From an optimization exercise on the open Yosys and OpenROAD flow, aimed at small area, a short achievable clock period and few clock cycles per item; shortcuts taken in it are not production practice. RTL that was checked went through simulation tests only; none was proved equivalent to the original. No activity file was given, so power comes from the tool's default toggle rates.

## tundra
==> flow/design.v <==
package rv32i_types;
    typedef enum logic [2:0] {
        mult_op_mul    = 3'd0,
        mult_op_mulh   = 3'd1,
        mult_op_mulhsu = 3'd2,
        mult_op_mulhu  = 3'd3,
        mult_op_div    = 3'd4,
        mult_op_divu   = 3'd5,
        mult_op_rem    = 3'd6,
        mult_op_remu   = 3'd7
    } mult_ops;
endpackage
module mdu_bitlen (
    input  logic [31:0] x,
    output logic [5:0]  len
);
    always_comb begin
        len = 6'd0;
        for (int i = 0; i < 32; i++)
            if (x[i]) len = 6'(i + 1);
    end
endmodule
module mul_unit
(
    input  logic         clk,
    input  logic         rst,
    input  logic         in_valid,
    input  logic [2:0]   in_op,
    input  logic [31:0]  in_rs1,
    input  logic [31:0]  in_rs2,
    output logic         out_valid,
    output logic [31:0]  out_data
);
    localparam logic [1:0] S_IDLE  = 2'd0;
    localparam logic [1:0] S_SETUP = 2'd1;
    localparam logic [1:0] S_ITER  = 2'd2;
    localparam logic [1:0] S_OUT   = 2'd3;
    logic [1:0]  state;
    logic [31:0] H, L, M;
    logic [4:0]  k, cnt;
    logic        is_div, minv, neg, sel_h;
    logic        op_div, signed_a, signed_b, sa, sb;
    assign op_div   = in_op[2];
    assign signed_a = (in_op == 3'd0) || (in_op == 3'd1) || (in_op == 3'd2) ||
                      (in_op == 3'd4) || (in_op == 3'd6);
    assign signed_b = (in_op == 3'd0) || (in_op == 3'd1) ||
                      (in_op == 3'd4) || (in_op == 3'd6);
    assign sa = signed_a & in_rs1[31];
    assign sb = signed_b & in_rs2[31];
    logic [5:0]  la, lb;
    logic [5:0]  la_over, lb_over;
    mdu_bitlen len_a (.x(in_rs1 ^ {32{sa}}), .len(la));
    mdu_bitlen len_b (.x(in_rs2 ^ {32{sb}}), .len(lb));
    assign la_over = la + 6'(sa);
    assign lb_over = lb + 6'(sb);
    logic [31:0] abs_a, abs_b;
    assign abs_a = sa ? (~in_rs1 + 32'd1) : in_rs1;
    assign abs_b = sb ? (~in_rs2 + 32'd1) : in_rs2;
    logic        swap;
    logic [5:0]  m_len;
    assign swap  = la_over < lb_over;
    assign m_len = swap ? la_over : lb_over;
    logic signed [7:0] n_div;
    logic [5:0]  n_clamp;
    logic        div_fast;
    assign n_div    = $signed({2'b00, la_over}) - $signed({2'b00, lb}) + 8'sd1;
    assign n_clamp  = (n_div > 8'sd32) ? 6'd32 : n_div[5:0];
    logic        in_dz;
    assign in_dz    = (in_rs2 == 32'd0);
    assign div_fast = in_dz || (n_div <= 8'sd0);
    logic [4:0]  k_new;
    always_comb begin
        if (op_div) k_new = div_fast ? 5'd0 : 5'((n_clamp + 6'd1) >> 1);
        else        k_new = 5'((m_len + 6'd1) >> 1);
    end
    logic [33:0] y_base;
    logic        cin_base;
    assign y_base   = {is_div, is_div, M ^ {32{minv}}};
    assign cin_base = minv;
    function automatic logic [65:0] step(input logic [31:0] h, input logic [31:0] l,
                                         input logic b, input logic [33:0] yb,
                                         input logic cb, input logic dv);
        logic [32:0] x;
        logic [33:0] y, s;
        logic        q;
        logic [31:0] hn, ln;
        x = dv ? {l, b} : {1'b0, l[30:0], 1'b0};
        y = (dv || b) ? yb : 34'd0;
        s = {1'b0, x} + y + 34'(dv ? cb : (b & cb));
        q = ~s[33];
        if (dv) begin
            hn = {h[30:0], q};
            ln = q ? s[31:0] : x[31:0];
        end else begin
            hn = {h[30:0], l[31]} + 32'(s[32]);
            ln = s[31:0];
        end
        step = {2'b00, hn, ln};
    endfunction
    logic [5:0]  p1, p2;
    logic        bit1, bit2;
    assign p1   = {k, 1'b0} - 6'd1;
    assign p2   = {k, 1'b0} - 6'd2;
    assign bit1 = H[p1[4:0]];
    assign bit2 = H[p2[4:0]];
    logic [65:0] st1, st2;
    assign st1 = step(H, L, bit1, y_base, cin_base, is_div);
    assign st2 = step(st1[63:32], st1[31:0], bit2, y_base, cin_base, is_div);
    logic [31:0] shr;
    assign shr = (k == 5'd16) ? 32'd0 : (H >> {k[3:0], 1'b0});
    logic [31:0] mask, v;
    logic        cin_out;
    always_comb begin
        for (int i = 0; i < 32; i++) mask[i] = (i < 32'({k, 1'b0}));
    end
    assign v       = sel_h ? (H & mask) : L;
    assign cin_out = (sel_h && !is_div) ? (L == 32'd0) : 1'b1;
    logic d_zero;
    assign out_data  = (d_zero && sel_h) ? 32'hFFFFFFFF :
                       (neg ? (~v + 32'(cin_out)) : v);
    assign out_valid = (state == S_OUT) && in_valid;
    always_ff @(posedge clk) begin
        if (rst || !in_valid) begin
            state <= S_IDLE;
        end else begin
            unique case (state)
                S_IDLE: begin
                    is_div <= op_div;
                    k      <= k_new;
                    cnt    <= k_new;
                    L      <= (op_div && div_fast) ? abs_a : 32'd0;
                    d_zero <= op_div && in_dz;
                    if (op_div) begin
                        H     <= div_fast ? 32'd0 : abs_a;
                        M     <= in_rs2;
                        minv  <= ~sb;
                        neg   <= (in_op[1] ? sa : (sa ^ sb));
                        sel_h <= ~in_op[1];
                        state <= div_fast ? S_OUT : S_SETUP;
                    end else begin
                        H     <= swap ? abs_a : abs_b;
                        M     <= swap ? in_rs2 : in_rs1;
                        minv  <= swap ? sb : sa;
                        neg   <= sa ^ sb;
                        sel_h <= (in_op != 3'd0);
                        state <= (k_new == 5'd0) ? S_OUT : S_ITER;
                    end
                end
                S_SETUP: begin
                    L     <= shr;
                    state <= S_ITER;
                end
                S_ITER: begin
                    H   <= st2[63:32];
                    L   <= st2[31:0];
                    cnt <= cnt - 5'd1;
                    if (cnt == 5'd1) state <= S_OUT;
                end
                S_OUT: begin
                    state <= S_IDLE;
                end
            endcase
        end
    end
endmodule
module mdu_top
(
    input  logic         clk,
    input  logic         rst,
    input  logic         in_valid,
    input  logic [2:0]   in_op,
    input  logic [31:0]  in_rs1,
    input  logic [31:0]  in_rs2,
    input  logic [31:0]  in_pc,
    input  logic [31:0]  in_inst,
    input  logic [4:0]   in_rd_addr,
    input  logic [4:0]   in_rs1_addr,
    input  logic [4:0]   in_rs2_addr,
    input  logic         in_regf_we,
    input  logic [4:0]   in_rob_idx,
    output logic         out_valid,
    output logic [31:0]  out_rd_data,
    output logic [31:0]  out_pc,
    output logic [31:0]  out_inst,
    output logic [4:0]   out_rd_addr,
    output logic [4:0]   out_rs1_addr,
    output logic [4:0]   out_rs2_addr,
    output logic         out_regf_we,
    output logic [4:0]   out_rob_idx
);
    mul_unit mul_inst (
        .clk      (clk),
        .rst      (rst),
        .in_valid (in_valid),
        .in_op    (in_op),
        .in_rs1   (in_rs1),
        .in_rs2   (in_rs2),
        .out_valid(out_valid),
        .out_data (out_rd_data)
    );
    assign out_pc       = in_pc;
    assign out_inst     = in_inst;
    assign out_rd_addr  = in_rd_addr;
    assign out_rs1_addr = in_rs1_addr;
    assign out_rs2_addr = in_rs2_addr;
    assign out_regf_we  = in_regf_we;
    assign out_rob_idx  = in_rob_idx;
endmodule
Settings: LEC_CHECK=0, ABC_AREA=1, CAP_MARGIN=30, CORE_MARGIN=2, CORE_UTILIZATION=40, SLEW_MARGIN=30; clock period 13.0 ns.
run.sh (not shown) runs the stock make flow with config.mk's settings and CLKGATE_MAP_FILE= SYNTH_SCRIPT=/design/flow/synth_recipe.tcl, a recipe that flattens the netlist after the stock synthesis.
What violet does differently from tundra at the input level:
--- a/flow/design.v
+++ b/flow/design.v
@@ -78,4 +78,12 @@
     assign y_base   = {is_div, is_div, M ^ {32{minv}}};
     assign cin_base = minv;
+    function automatic logic [31:0] inc32(input logic [31:0] a, input logic c);
+        logic t;
+        t = 1'b1;
+        for (int i = 0; i < 32; i++) begin
+            inc32[i] = a[i] ^ (c & t);
+            t = t & a[i];
+        end
+    endfunction
     function automatic logic [65:0] step(input logic [31:0] h, input logic [31:0] l,
                                          input logic b, input logic [33:0] yb,
@@ -93,15 +101,14 @@
             ln = q ? s[31:0] : x[31:0];
         end else begin
-            hn = {h[30:0], l[31]} + 32'(s[32]);
+            hn = inc32({h[30:0], l[31]}, s[32]);
             ln = s[31:0];
         end
         step = {2'b00, hn, ln};
     endfunction
-    logic [5:0]  p1, p2;
     logic        bit1, bit2;
-    assign p1   = {k, 1'b0} - 6'd1;
-    assign p2   = {k, 1'b0} - 6'd2;
-    assign bit1 = H[p1[4:0]];
-    assign bit2 = H[p2[4:0]];
+    logic [31:0] h_new;
+    logic [4:0]  pn;
+    assign h_new = swap ? abs_a : abs_b;
+    assign pn    = 5'({k, 1'b0} - 6'd3);    
     logic [65:0] st1, st2;
     assign st1 = step(H, L, bit1, y_base, cin_base, is_div);
@@ -131,4 +138,6 @@
                     L      <= (op_div && div_fast) ? abs_a : 32'd0;
                     d_zero <= op_div && in_dz;
+                    bit1 <= h_new[5'({k_new, 1'b0} - 6'd1)];
+                    bit2 <= h_new[5'({k_new, 1'b0} - 6'd2)];
                     if (op_div) begin
                         H     <= div_fast ? 32'd0 : abs_a;
@@ -149,4 +158,6 @@
                 S_SETUP: begin
                     L     <= shr;
+                    bit1  <= H[5'(pn + 5'd2)];
+                    bit2  <= H[5'(pn + 5'd1)];
                     state <= S_ITER;
                 end
@@ -155,4 +166,6 @@
                     L   <= st2[31:0];
                     cnt <= cnt - 5'd1;
+                    bit1 <= H[pn];
+                    bit2 <= H[5'(pn - 5'd1)];
                     if (cnt == 5'd1) state <= S_OUT;
                 end
==> comparison <==
From tundra to violet the numbers moved as follows: total die area up 0.0024 sq mm, global-route usage up 2.8 points, portion of total power attributed to the clock network down 3.4 points, switching part of the total up 3.5 points.
Internal power of the cells sits higher in violet than in tundra.
Design area: violet vs tundra up 4.2%
From tundra to violet the numbers moved as follows: initial core utilization now sits at about the same level, clock skew increased by 0.0052 ns relative to the old numbers, delay of the slowest cell on the worst path now sits higher.
Function was not checked in any run of this note: the RTL went through the layout flow alone.


## run 1
mdu_top, a different RTL version from the one above (not shown whole).
For scale: roughly 4,000 cells after synthesis, ~120 flip-flops, ~270 I/O pins.
==> module mul_unit, before the edit <==
module mul_unit
(
    input  logic         clk,
    input  logic         rst,
    input  logic         in_valid,
    input  logic [2:0]   in_op,
    input  logic [31:0]  in_rs1,
    input  logic [31:0]  in_rs2,
    output logic         out_valid,
    output logic [31:0]  out_data
);
    localparam logic [1:0] S_IDLE  = 2'd0;
    localparam logic [1:0] S_SETUP = 2'd1;
    localparam logic [1:0] S_ITER  = 2'd2;
    localparam logic [1:0] S_OUT   = 2'd3;
    logic [1:0]  state;
    logic [31:0] H, L, M;
    logic [5:0]  kq;            
    logic [4:0]  cnt;           
    logic [3:0]  nib;           
    logic        is_div, minv, neg, sel_h;
    logic        op_div, signed_a, signed_b, sa, sb;
    assign op_div   = in_op[2];
    assign signed_a = (in_op == 3'd0) || (in_op == 3'd1) || (in_op == 3'd2) ||
                      (in_op == 3'd4) || (in_op == 3'd6);
    assign signed_b = (in_op == 3'd0) || (in_op == 3'd1) ||
                      (in_op == 3'd4) || (in_op == 3'd6);
    assign sa = signed_a & in_rs1[31];
    assign sb = signed_b & in_rs2[31];
    logic [31:0] va, vb;
    assign va = in_rs1 ^ {32{sa}};
    assign vb = in_rs2 ^ {32{sb}};
    logic [32:0] ta, tb, ta_over, tb_over, tm;
    mdu_thermo th_a (.x(va), .t(ta));
    mdu_thermo th_b (.x(vb), .t(tb));
    assign ta_over = sa ? {ta[31:0], 1'b1} : ta;
    assign tb_over = sb ? {tb[31:0], 1'b1} : tb;
    assign tm      = ta_over & tb_over;           
    logic        swap, div_short;
    assign swap      = |(tb_over & ~ta_over);     
    assign div_short = |(tb & ~ta_over);          
    logic [31:0] abs_a, abs_b;
    assign abs_a = va + 32'(sa);
    assign abs_b = vb + 32'(sb);
    logic [8:0]  tk4;
    logic [3:0]  k_mul;
    always_comb for (int j = 0; j <= 8; j++) tk4[j] = tm[4*j];
    mdu_thermo_len #(.W(9), .LW(4)) len_k (.t(tk4), .len(k_mul));
    logic [31:0] h_mul;
    logic [3:0]  nib_mul;
    assign h_mul   = swap ? abs_a : abs_b;
    assign nib_mul = 4'(h_mul >> {k_mul - 4'd1, 2'b00});
    logic [5:0]  la_over, lb;
    mdu_thermo_len #(.W(33), .LW(6)) len_a (.t(ta_over), .len(la_over));
    mdu_thermo_len #(.W(33), .LW(6)) len_b (.t(tb),      .len(lb));
    logic [6:0]  n_div;
    logic [4:0]  k_div;
    logic        in_dz;
    assign n_div = {1'b0, la_over} - {1'b0, lb} + 7'd1;
    assign k_div = (n_div >= 7'd32) ? 5'd16 : 5'((n_div[5:0] + 6'd1) >> 1);
    assign in_dz = (in_rs2 == 32'd0);
    function automatic logic [73:0] csa(input logic [36:0] a, input logic [36:0] b,
                                        input logic [36:0] c);
        csa = {(a & b | a & c | b & c) << 1, a ^ b ^ c};
    endfunction
    logic [36:0] pp0, pp1, pp2, pp3, ol;
    logic [73:0] cs1, cs2, cs3;
    assign ol  = {1'b0, L, 4'b0000};
    assign pp3 = nib[3] ? {2'b00, M, 3'b000} : 37'd0;
    assign pp2 = nib[2] ? {3'b000, M, 2'b00} : 37'd0;
    assign pp1 = nib[1] ? {4'b0000, M, 1'b0} : 37'd0;
    assign pp0 = nib[0] ? {5'b00000, M}      : 37'd0;
    assign cs1 = csa(ol, pp3, pp2);
    assign cs2 = csa(cs1[36:0], cs1[73:37], pp1);
    assign cs3 = csa(cs2[36:0], cs2[73:37], pp0);
    logic [33:0] x1, x2, y, s1;
    logic        q1, q2;
    logic [31:0] l1, l2;
    assign x1 = {1'b0, L, nib[3]};
    assign y  = {2'b11, M};
    assign s1 = x1 + y + 34'(minv);
    assign q1 = ~s1[33];
    assign l1 = q1 ? s1[31:0] : x1[31:0];
    logic [36:0] sa2, sb2, s2;
    assign x2  = {1'b0, l1, nib[2]};
    assign sa2 = is_div ? {3'b000, x2} : cs3[36:0];
    assign sb2 = is_div ? {3'b111, y}  : cs3[73:37];
    assign s2  = sa2 + sb2 + 37'(is_div & minv);
    assign q2  = ~s2[36];
    assign l2  = q2 ? s2[31:0] : x2[31:0];
    logic [31:0] below, below_next, used, hc;
    always_comb begin
        for (int i = 0; i < 32; i++) begin
            below[i]      = (i < 32'(kq));
            below_next[i] = (i < 32'(kq)) && (i + (is_div ? 2 : 4) < 32'(kq));
        end
    end
    assign used = below & ~below_next;
    assign hc   = H & ~used;
    logic [27:0] ones, h_inc;
    always_comb begin
        ones[0] = 1'b1;
        for (int i = 1; i < 28; i++) ones[i] = ones[i-1] & hc[i-1];
    end
    assign h_inc = hc[27:0] ^ (ones & {28{s2[36]}});
    logic [31:0] h_next, l_next;
    assign h_next = is_div ? {hc[29:0], q1, q2} : {h_inc, s2[35:32]};
    assign l_next = is_div ? l2 : s2[31:0];
    logic [5:0]  pn;
    logic [3:0]  nib_next;
    assign pn       = kq - (is_div ? 6'd2 : 6'd4);    
    assign nib_next = 4'({H, 4'b0000} >> pn);         
    logic [31:0] shr;
    assign shr = (kq == 6'd32) ? 32'd0 : (H >> kq[4:0]);
    logic [31:0] v;
    logic        cin_out;
    assign v         = sel_h ? H : L;
    assign cin_out   = (sel_h && !is_div) ? (L == 32'd0) : 1'b1;
    assign out_data  = neg ? (~v + 32'(cin_out)) : v;
    assign out_valid = (state == S_OUT) && in_valid;
    always_ff @(posedge clk) begin
        if (rst || !in_valid) begin
            state <= S_IDLE;
        end else begin
            unique case (state)
                S_IDLE: begin
                    is_div <= op_div;
                    if (op_div) begin
                        kq    <= (in_dz || div_short) ? 6'd0 : {k_div, 1'b0};
                        cnt   <= k_div;
                        H     <= in_dz ? 32'hFFFFFFFF : (div_short ? 32'd0 : abs_a);
                        L     <= abs_a;
                        M     <= in_rs2 ^ {32{~sb}};
                        minv  <= ~sb;
                        neg   <= in_op[1] ? sa : (sa ^ sb) & ~in_dz;
                        sel_h <= ~in_op[1];
                        state <= (in_dz || div_short) ? S_OUT : S_SETUP;
                    end else begin
                        kq    <= {k_mul, 2'b00};
                        cnt   <= 5'(k_mul);
                        H     <= h_mul;
                        L     <= 32'd0;
                        M     <= swap ? abs_b : abs_a;
                        minv  <= 1'b0;
                        neg   <= sa ^ sb;
                        sel_h <= (in_op != 3'd0);
                        nib   <= nib_mul;
                        state <= (k_mul == 4'd0) ? S_OUT : S_ITER;
                    end
                end
                S_SETUP: begin
                    L     <= shr;
                    H     <= H & below;
                    nib   <= 4'({H, 4'b0000} >> kq);
                    state <= S_ITER;
                end
                S_ITER: begin
                    H     <= h_next;
                    L     <= l_next;
                    cnt   <= cnt - 5'd1;
                    nib   <= nib_next;
                    if (cnt == 5'd1) state <= S_OUT;
                end
                S_OUT: begin
                    state <= S_IDLE;
                end
            endcase
        end
    end
endmodule
clock: 13.0 ns
lec_check: 0
abc_area: 1
cap_margin: 30
core_margin: 2
core_utilization: 40
setup_slack_margin: 5
slew_margin: 30
Testbench counts of run 1, summed over its fixed seeds: cycles 142,920, ops 24,000.
### run 1 -> run 2
--- a/flow/design.v
+++ b/flow/design.v
@@ -102,27 +102,27 @@
     assign pp2 = nib[2] ? {3'b000, M, 2'b00} : 37'd0;
     assign pp1 = nib[1] ? {4'b0000, M, 1'b0} : 37'd0;
     assign pp0 = nib[0] ? {5'b00000, M}      : 37'd0;
     assign cs1 = csa(ol, pp3, pp2);
     assign cs2 = csa(cs1[36:0], cs1[73:37], pp1);
     assign cs3 = csa(cs2[36:0], cs2[73:37], pp0);
-    logic [33:0] x1, x2, y, s1;
+    logic [33:0] x1, x2, y, s2;
+    logic [36:0] sa1, sb1, s1;
+    assign x1  = {1'b0, L, nib[3]};
+    assign y   = {2'b11, M};
+    assign sa1 = is_div ? {3'b000, x1}    : cs3[36:0];
+    assign sb1 = is_div ? {3'b111, y}     : cs3[73:37];
+    assign s1  = sa1 + sb1 + 37'(is_div & minv);
     logic        q1, q2;
     logic [31:0] l1, l2;
-    assign x1 = {1'b0, L, nib[3]};
-    assign y  = {2'b11, M};
-    assign s1 = x1 + y + 34'(minv);
-    assign q1 = ~s1[33];
+    assign q1 = ~s1[36];
     assign l1 = q1 ? s1[31:0] : x1[31:0];
-    logic [36:0] sa2, sb2, s2;
-    assign x2  = {1'b0, l1, nib[2]};
-    assign sa2 = is_div ? {3'b000, x2} : cs3[36:0];
-    assign sb2 = is_div ? {3'b111, y}  : cs3[73:37];
-    assign s2  = sa2 + sb2 + 37'(is_div & minv);
-    assign q2  = ~s2[36];
-    assign l2  = q2 ? s2[31:0] : x2[31:0];
+    assign x2 = {1'b0, l1, nib[2]};
+    assign s2 = x2 + y + 34'(minv);
+    assign q2 = ~s2[33];
+    assign l2 = q2 ? s2[31:0] : x2[31:0];
     logic [31:0] below, below_next, used, hc;
     always_comb begin
         for (int i = 0; i < 32; i++) begin
             below[i]      = (i < 32'(kq));
             below_next[i] = (i < 32'(kq)) && (i + (is_div ? 2 : 4) < 32'(kq));
         end
@@ -131,16 +131,16 @@
     assign hc   = H & ~used;
     logic [27:0] ones, h_inc;
     always_comb begin
         ones[0] = 1'b1;
         for (int i = 1; i < 28; i++) ones[i] = ones[i-1] & hc[i-1];
     end
-    assign h_inc = hc[27:0] ^ (ones & {28{s2[36]}});
+    assign h_inc = hc[27:0] ^ (ones & {28{s1[36]}});
     logic [31:0] h_next, l_next;
-    assign h_next = is_div ? {hc[29:0], q1, q2} : {h_inc, s2[35:32]};
-    assign l_next = is_div ? l2 : s2[31:0];
+    assign h_next = is_div ? {hc[29:0], q1, q2} : {h_inc, s1[35:32]};
+    assign l_next = is_div ? l2 : s1[31:0];
     logic [5:0]  pn;
     logic [3:0]  nib_next;
     assign pn       = kq - (is_div ? 6'd2 : 6'd4);    
     assign nib_next = 4'({H, 4'b0000} >> pn);         
     logic [31:0] shr;
     assign shr = (kq == 6'd32) ? 32'd0 : (H >> kq[4:0]);
--- outcome ---
[compare] base=run 1 new=run 2: fraction of synthesized area in multiplexers -0.16 points; power per cell area +about 22%; cell count after synthesis ~0 delta; first-iteration DRC count +6.8%.
Run 2 vs run 1: count of different cell masters after synthesis down
Diff run 1 -> run 2: share of power burned in combinational logic went up; insertion delay of the later-clocked pin in the worst-skew pair went down.
Run 2 leaves less setup margin than run 1.
Diff run 1..run 2 | height of the die | negligible
In the metrics for run 1 and run 2, the one carrying the higher final worst hold slack is run 1.
When the final numbers for run 1 and run 2 were put side by side, the routed wire length turned out to be smaller in run 2.
Run 2 ends up with a clock power share that is 3.1 points lower than in run 1.
Against run 1, run 2 reports a final standard cell area without fillers that is higher.
Run 1 reports its first element of the critical path as in_op[2] while run 2 reports mul_inst.nib[3]$_DFFE_PP_.
Cmp run 1 and run 2 / sequential share of layout area / lower: run 2
Only the layout flow was run in run 2; the RTL was not checked for function there.

==> re-timing with driven ports <==
How much do the figures lean on ideal ports? The routed layouts below were timed once more, with nothing changed but the port constraints.
Step 1 (the two cells are an assumption about what drives the block):
set clk [get_ports {clk}]
set_driving_cell -lib_cell sky130_fd_sc_hd__clkbuf_16 $clk
set_driving_cell -lib_cell sky130_fd_sc_hd__buf_2 [delete_from_list [all_inputs] $clk]
Step 2 adds t to the input delays and takes it off the output delays; t is the mean of the earliest and latest rising clock arrival at the registers after step 1. Input paths then give back, and output paths get back, about the clock's delay inside the block.
Three values: ideal, step 1, step 2; two values: the first two.
| run | t (ns) | setup WS [ns] | worst setup path at the end | clock arrival spread, ns |
|---|---|---|---|---|
| tundra | 0.496 | 1.055 / 1.055 / 1.055 | register to register | 0.007 / 0.008 |
| violet | 0.498 | 1.521 / 1.559 / 1.060 | input to register | 0.013 / 0.013 |
| run 1 | 0.526 | 5.161 / 5.177 / 4.650 | input to register | 0.013 / 0.013 |
| run 2 | 0.508 | 4.544 / 4.544 / 4.544 | register to register | 0.012 / 0.011 |
After both steps setup and hold are still met in every run listed. The setup slack of run 1, which loses most, moves by +0.016 ns with the drivers and by -0.511 ns with both steps.
